Background: an optimization exercise with open tools, aiming at small area. Do not read the settings as production practice.
In this exercise RTL edits were held to simulation tests only and were not proved equivalent to the original.
Power and IR drop assume default switching activity.

job 6235:
## top_led_controller
module top_led_controller #(
    parameter NUM_LED = 8
)(
    input  wire clk,
    input  wire reset_n,
    input  wire [1:0] pattern_type,
    input  wire [2:0] color,
    input  wire [2:0] speed,
    output wire led_data
);
    wire       start;
    wire [2:0] img_grb;
    wire       img_all;
    wire [2:0] img_pos;
    pattern_controller u_pattern_controller (
        .clk(clk), .reset_n(reset_n),
        .pattern_type(pattern_type), .color(color), .speed(speed),
        .start(start), .img_grb(img_grb), .img_all(img_all), .img_pos(img_pos)
    );
    ws2812_driver u_ws2812_driver (
        .clk(clk), .reset_n(reset_n), .start(start),
        .img_grb(img_grb), .img_all(img_all), .img_pos(img_pos),
        .led_data(led_data)
    );
endmodule
Size: ~260 cells after synthesis, ~59 flip-flops, about 11 I/O pins, roughly 0.0029 mm² of cells after synthesis.
Settings: LEC_CHECK=0, CAP_MARGIN=20, CORE_MARGIN=2, CORE_UTILIZATION=40, PLACE_DENSITY=0.6, SLEW_MARGIN=20; clock period 10.0 ns.
standard.sh (not shown) runs the stock make flow with config.mk's settings and CLKGATE_MAP_FILE= SYNTH_SCRIPT=/design/flow/synth_recipe.tcl, a recipe that flattens the netlist after the stock synthesis.
==> flow/flow/run.sh <==
#!/bin/bash
# Own layout flow:
#  1. the standard synthesis (bash standard.sh synth), unchanged;
#  2. its combinational logic re-mapped by ABC for area, flip-flop cells and
#     their names untouched; a candidate is used only if a SAT proof shows its
#     logic between flip-flops and ports equals the standard synthesis's;
#  3. the standard layout steps with single-drive port buffers and a clock
#     tree of small buffers without dummy loads.
# Each tool's output goes to a log_*.txt file in the work folder.
set -uo pipefail
W=$(pwd)
F=$W/flow
R=$W/orfs/results/$FLOW_PLATFORM/top_led_controller/base
L=$W/orfs/logs/$FLOW_PLATFORM/top_led_controller/base
LIB=$FLOW_HOME/platforms/$FLOW_PLATFORM/lib/sky130_fd_sc_hd__tt_025C_1v80.lib

bash standard.sh synth > $W/log_synth.txt 2>&1 || exit 1
cp $R/1_2_yosys.v $W/std_synth.v

python3 $F/splitlib.py $LIB $W/comb.lib $W/seq.lib > $W/log_splitlib.txt 2>&1 || exit 1
DU=$(grep -o -- "-dont_use [A-Za-z0-9_]*" $L/1_2_yosys.log | sort -u | tr '\n' ' ')
python3 $F/cutff.py $W/seq.lib $W/std_synth.v $W/eq_gold.v gold 2> $W/log_cut_gold.txt

cand() {
    local s=$1 n
    n=$(basename $s .script)
    yosys -p "read_liberty -lib $W/seq.lib; read_liberty $W/comb.lib; read_verilog $W/std_synth.v; hierarchy -top $FLOW_TOP; flatten; opt_clean; abc -script $s -liberty $LIB $DU; opt_clean -purge; hilomap -singleton -hicell sky130_fd_sc_hd__conb_1 HI -locell sky130_fd_sc_hd__conb_1 LO; splitnets; opt_clean -purge; rename -enumerate; tee -o $W/${n}.stat stat -liberty $LIB; write_verilog -noattr -nohex -nodec $W/${n}.v" > $W/log_${n}.txt 2>&1 || return
    python3 $F/cutff.py $W/seq.lib $W/${n}.v $W/eq_${n}.v gate 2> $W/log_cut_${n}.txt || return
    yosys -p "read_liberty $W/comb.lib; read_verilog $W/eq_gold.v $W/eq_${n}.v; hierarchy -check; flatten gold gate; miter -equiv -flatten -make_outputs gold gate miter; hierarchy -top miter; sat -verify -prove trigger 0 miter" > $W/log_eq_${n}.txt 2>&1 || return
    echo "$n $(grep -o "Chip area for module .*: [0-9.]*" $W/${n}.stat | grep -o "[0-9.]*$")" > $W/ok_${n}.txt
}
for s in $F/abc_*.script; do
    cand $s &
done
wait
cat $W/ok_*.txt > $W/log_candidates.txt 2>/dev/null
best=$(sort -k2 -g $W/log_candidates.txt | head -1 | cut -d' ' -f1)
echo "chosen: ${best:-standard}" >> $W/log_candidates.txt
if [ -n "$best" ]; then
    cp $W/${best}.v $R/1_2_yosys.v
    rm -f $R/1_synth.odb $R/1_synth.sdc
fi

bash standard.sh \
    BUFFER_PORTS_ARGS="-buffer_cell sky130_fd_sc_hd__buf_1" \
    CTS_ARGS="-sink_clustering_enable -repair_clock_nets -dont_use_dummy_load -buf_list sky130_fd_sc_hd__clkbuf_4 -sink_clustering_size 30 -sink_clustering_max_diameter 400" \
    finish > $W/log_layout.txt 2>&1 || exit 1
==> flow/flow/cutff.py <==
#!/usr/bin/env python3
# Make a combinational model of a gate netlist: every flip-flop instance (cell
# type given by the seq liberty) is removed; its output nets become inputs
# ff_q_<i>, its input pins become outputs ff_<pin>_<i>, numbered by instance name.
import sys, re
seqlib, src, dst, modname = sys.argv[1:5]
seqcells = set(re.findall(r'\n\s*cell\s*\(\s*"?(\w+)"?\s*\)', open(seqlib).read()))
t = open(src).read()
m = re.search(r'module\s+(\S+)\s*\((.*?)\);(.*)endmodule', t, re.S)
ports, body = m.group(2), m.group(3)
ident = r'(?:\\\S+\s|[A-Za-z_][\w$]*)'
inst_re = re.compile(r'(\b[A-Za-z_]\w*)\s+(' + ident + r')\s*\((\s*\..*?)\);', re.S)
ffs = []
def repl(mm):
    if mm.group(1) in seqcells:
        pins = dict((p, n.strip()) for p, n in re.findall(r'\.(\w+)\s*\((.*?)\)\s*(?:,|$)', mm.group(3), re.S))
        ffs.append((mm.group(2).strip(), pins))
        return ''
    return mm.group(0)
body2 = inst_re.sub(repl, body)
ffs.sort()
extra_ports, decls, assigns = [], [], []
for i, (name, pins) in enumerate(ffs):
    for p, n in sorted(pins.items()):
        if p in ('Q', 'Q_N'):
            if n:
                pn = f'ff_{p}_{i}'
                extra_ports.append(pn); decls.append(f'  input {pn};')
                assigns.append(f'  assign {n} = {pn};')
        elif p in ('CLK', 'CLK_N'):
            continue
        else:
            pn = f'ff_{p}_{i}'
            extra_ports.append(pn); decls.append(f'  output {pn};')
            assigns.append(f'  assign {pn} = {n};')
out = f'module {modname}({ports}, {", ".join(extra_ports)});\n' + '\n'.join(decls) + '\n' + body2 + '\n'.join(assigns) + '\nendmodule\n'
open(dst, 'w').write(out)
print(len(ffs), 'flops cut', file=sys.stderr)
Other scripts of this flow, unchanged in this note and not shown: flow/flow/abc_c2amap.script, flow/flow/abc_c2nf.script, flow/flow/abc_ds_amap.script, flow/flow/abc_ds_nf.script, flow/flow/splitlib.py
Job 6235 ran to completion and came out clean on the timing, design-rule and antenna checks.
Input changes introduced in job 4333 (baseline for comparison: job 6235):
-- flow/flow/cutff.py --
<<< job 6235, line 23
>>> job 4333, line 23
def esc(n):
    # an escaped identifier ends at white space
    return n + ' ' if n.startswith('\\') else n
<<< job 6235, line 25
>>> job 4333, line 28
        n = esc(n)
Job 4333: post-layout worst setup margin is 0.090 ns higher than what job 6235 reported.
Cell area | job 4333 vs job 6235 | job 4333 smaller
Higher synthesized cell count goes to job 6235 over job 4333.
Job 6235 and job 4333 ended up with nearly the same part of the power in combinational logic.

## port drivers added, routing unchanged
No port has a modelled driver above. Below, the same layouts with a new extraction and two added sets of constraints.
Step 1, drivers: a clkbuf_16 drives clk and a buf_2 each remaining input, both assumed.
Step 2 also shifts input and output timing later by t, the mid clock arrival at the registers, as if the neighbouring blocks saw the same clock.
Three values: no drivers, after step 1, after step 2; two values: the first two.
run | shift t [ns] | slack for setup (ns) | hold WS [ns] | worst setup path after step 2 | worst register clock-pin slew, ns
job 6235 | 0.407 | 6.846 / 6.820 / 7.227 | 0.462 / 0.462 / 0.462 | register to output | 0.10 / 0.10
job 4333 | 0.402 | 6.936 / 6.911 / 6.912 | 0.466 / 0.466 / 0.466 | input to register | 0.09 / 0.09
After both steps every run listed still meets setup and hold. For job 4333, which loses most, drivers alone change the setup slack by -0.025 ns; drivers and shift together by -0.024 ns.
